From an optimization exercise on the open Yosys and OpenROAD flow, aimed at small area; shortcuts taken in it are not production practice.

Design Calculator2_0, start of the top module:
module Calculator2_0(clk, rst, col, btn, btnres, fil, Sseg, anodos);
For scale: about 780 cells after synthesis, ~27 I/O pins, roughly 5400 µm² of cells after synthesis.
==> flow/config.mk <==
export PLATFORM = sky130hd
export DESIGN_NAME = Calculator2_0
export DESIGN_NICKNAME = Calculator2_0
export VERILOG_FILES = /design/flow/design.v
export SDC_FILE = /design/flow/constraint.sdc
export NUM_CORES = 4
export LEC_CHECK = 0
export ABC_AREA = 1
export CAP_MARGIN = 20
export CORE_MARGIN = 2
export CORE_UTILIZATION = 40
export SLEW_MARGIN = 20
==> flow/constraint.sdc <==
create_clock -name core_clock -period 110.0 [get_ports {clk}]
set_input_delay 22.0000 -clock core_clock [delete_from_list [all_inputs] [get_ports {clk}]]
set_output_delay 22.0000 -clock core_clock [all_outputs]
set_load 0.01 [all_outputs]
standard.sh (not shown) runs the stock make flow with config.mk's settings and CLKGATE_MAP_FILE= SYNTH_SCRIPT=/design/flow/synth_recipe.tcl, a recipe that flattens the netlist after the stock synthesis.
==> flow/flow/run.sh <==
#!/bin/bash
# Standard ORFS layout (the standard.sh) with these changes:
#  - synthesis: no adder extraction (ADDER_MAP_FILE empty), no Kogge-Stone carry map
#    (SYNTH_OPERATIONS_ARGS), and abc's area script replaced by flow/abc_area.script
#    (deepsyn, then area-only standard-cell mapping); the registers, their names and
#    cell types are those of the standard synthesis;
#  - the port buffers are sky130_fd_sc_hd__buf_1;
#  - clock tree from sky130_fd_sc_hd__clkbuf_8 only, without dummy loads.
# SCRIPTS_DIR points to a folder of links to ORFS's scripts, with abc_area.script replaced.
set -euo pipefail
HERE=$(pwd)
S=$HERE/scripts
rm -rf "$S"; mkdir -p "$S"
for f in "$FLOW_HOME"/scripts/*; do ln -s "$f" "$S/"; done
rm "$S/abc_area.script"; cp "$HERE/flow/abc_area.script" "$S/abc_area.script"
CTS="-sink_clustering_enable -repair_clock_nets -dont_use_dummy_load -buf_list sky130_fd_sc_hd__clkbuf_8"
BP="-buffer_cell sky130_fd_sc_hd__buf_1"
export SCRIPTS_DIR="$S" ADDER_MAP_FILE= ABC_AREA=1 SYNTH_OPERATIONS_ARGS=-noshare BUFFER_PORTS_ARGS="$BP" CTS_ARGS="$CTS"
bash standard.sh "SCRIPTS_DIR=$S" ADDER_MAP_FILE= ABC_AREA=1 SYNTH_OPERATIONS_ARGS=-noshare \
  "BUFFER_PORTS_ARGS=$BP" "CTS_ARGS=$CTS" finish > standard_flow.log 2>&1
==> flow/flow/abc_area.script <==
strash
&get -n
&deepsyn -T 120
&put
dch
amap
topo
Next try:
--- a/flow/design.v
+++ b/flow/design.v
@@ -4,46 +4,46 @@
 	input [3:0] col;
 	input btn;
 	input btnres;
 	output [3:0] fil;
 	output [6:0] Sseg;
 	output [7:0] anodos;
 	reg [5:0] c50;       
 	reg [2:0] m5;        
 	reg [2:0] cb;        
 	reg [1:0] r;         
 	reg       fs;        
 	wire tick = (c50 == 6'd49);
-	wire rtick = (c50 == 6'd24) && (m5 == 3'd0) && cb[0];
+	wire rtick = (c50 == 6'd24) && (m5 == 3'b000) && cb[0];
 	always @(posedge clk) begin
 		if (rst) begin
 			c50 <= 6'd25;
-			m5 <= 3'd7;
+			m5 <= 3'b010;
 			cb <= 3'd0;
 			r <= 2'b10;
 			fs <= 1'b0;
 		end else begin
 			c50 <= tick ? 6'd0 : c50 + 6'd1;
 			if (tick) begin
-				m5 <= (m5 == 3'd4) ? 3'd0 : (m5 == 3'd7) ? 3'd1 : m5 + 3'd1;
+				m5 <= {m5[1] & m5[0], m5[0], !m5[2]};
 				cb <= cb + 3'd1;
 			end
 			if (rtick) begin
 				r <= {r[0], !r[1]};
 				fs <= 1'b1;
 			end
 		end
 	end
 	assign fil = {fs && r == 2'b00, fs && r == 2'b01, fs && r == 2'b11, fs && r == 2'b10};
-	assign anodos = (m5 == 3'd7) ? 8'hFF : ~(8'd1 << cb);
+	assign anodos = (m5 == 3'b010) ? 8'hFF : ~(8'd1 << cb);
 	reg [3:0] tecla_q;
 	reg [3:0] tecla;
 	always @(*) begin
 		tecla = tecla_q;
 		if (col == 4'b1000 || col == 4'b0100 || col == 4'b0010 || col == 4'b0001) begin
 			if (!fs) tecla = 4'd15;
 			else case ({r, col})
 				6'b00_1000: tecla = 4'd15;
 				6'b00_0100: tecla = 4'd0;
 				6'b00_0010: tecla = 4'd14;
 				6'b00_0001: tecla = 4'd13;
 				6'b01_1000: tecla = 4'd1;
@@ -228,22 +228,20 @@
 			oper <= 2'd0; sig1 <= 1'b0;
 		end else if (!estado) begin
 			if (D6 <= 4'd9) a2 <= D6;
 			if (D5 <= 4'd9) a1 <= D5;
 			if (D4 <= 4'd9) a0 <= D4;
 			if (D2 <= 4'd9) b2 <= D2;
 			if (D1 <= 4'd9) b1 <= D1;
 			if (D0 <= 4'd9) b0 <= D0;
 			if (D3 >= 4'd10 && D3 <= 4'd13) oper <= D3[1:0] + 2'd2;
 			sig1 <= (D7 != 4'd15);
 		end
 	end
-	wire [111:0] SEGTAB = 112'b1111111111011010110111001000111111011011000000100000000000011110100000010010010011000000110001001010011110000001;
-	reg [6:0] seg16;
-	integer si;
-	always @(*) begin
-		seg16 = 7'b1111111;
-		for (si = 0; si < 16; si = si + 1)
-			if (oc[3:0] == si) seg16 = SEGTAB[si*7 +: 7];
-	end
-	assign Sseg = oc[4] ? (oc[0] ? 7'b0110001 : 7'b0110000) : seg16;
+	assign Sseg[6] = !(oc == 5'd0 || oc == 5'd2 || oc == 5'd3 || oc == 5'd5 || oc == 5'd6 || oc == 5'd7 || oc == 5'd8 || oc == 5'd9 || oc == 5'd30 || oc == 5'd31);
+	assign Sseg[5] = !(oc == 5'd0 || oc == 5'd1 || oc == 5'd2 || oc == 5'd3 || oc == 5'd4 || oc == 5'd7 || oc == 5'd8 || oc == 5'd9 || oc == 5'd12 || oc == 5'd13);
+	assign Sseg[4] = !(oc == 5'd0 || oc == 5'd1 || oc == 5'd3 || oc == 5'd4 || oc == 5'd5 || oc == 5'd6 || oc == 5'd7 || oc == 5'd8 || oc == 5'd9 || oc == 5'd10 || oc == 5'd12);
+	assign Sseg[3] = !(oc == 5'd0 || oc == 5'd2 || oc == 5'd3 || oc == 5'd5 || oc == 5'd6 || oc == 5'd8 || oc == 5'd9 || oc == 5'd14 || oc == 5'd30 || oc == 5'd31);
+	assign Sseg[2] = !(oc == 5'd0 || oc == 5'd2 || oc == 5'd6 || oc == 5'd8 || oc == 5'd12 || oc == 5'd13 || oc == 5'd30 || oc == 5'd31);
+	assign Sseg[1] = !(oc == 5'd0 || oc == 5'd4 || oc == 5'd5 || oc == 5'd6 || oc == 5'd8 || oc == 5'd9 || oc == 5'd10 || oc == 5'd12 || oc == 5'd30 || oc == 5'd31);
+	assign Sseg[0] = !(oc == 5'd2 || oc == 5'd3 || oc == 5'd4 || oc == 5'd5 || oc == 5'd6 || oc == 5'd8 || oc == 5'd9 || oc == 5'd10 || oc == 5'd11 || oc == 5'd12 || oc == 5'd14 || oc == 5'd30);
 endmodule
After rerunning: Critical path depth fell by 1; register-to-register slack loses 0.47 ns; setup slack improved by 0.55 ns; die area is about the same; synthesized area stays flat; design area is about the same; flip-flop and latch count stays the same; hold slack got worse by 0.0031 ns; count of clock-buffer cells in the layout does not change.
Function was not checked in any run of this note: the RTL went through the layout flow alone.

-- afterwards: timing with drivers on the ports --
The flow's constraints put no driver on any port. The routed layouts listed below were extracted and timed again, unchanged, in two steps. Step 1, drivers: a clkbuf_16 drives clk and a buf_2 each remaining input, both assumed. Step 2 times the ports against the registers' clock, not the clock port: input delays grow and output delays shrink by t, the midpoint of the rising clock arrivals with the driver on. Three values: no drivers, after step 1, after step 2; two values: the first two.
| run | t, ns | slack for setup (ns) | clock arrival spread, ns | worst data-port slew with drivers (ns) |
|---|---|---|---|---|
| the first run | 0.423 | 85.032 / 85.051 / 84.627 | 0.030 / 0.031 | 0.03 |
| the second run | 0.410 | 85.578 / 85.591 / 85.181 | 0.028 / 0.028 | 0.04 |
After both steps setup and hold are still met in every run listed. For the first run, which loses most, drivers alone change the setup slack by +0.019 ns; drivers and shift together by -0.405 ns.
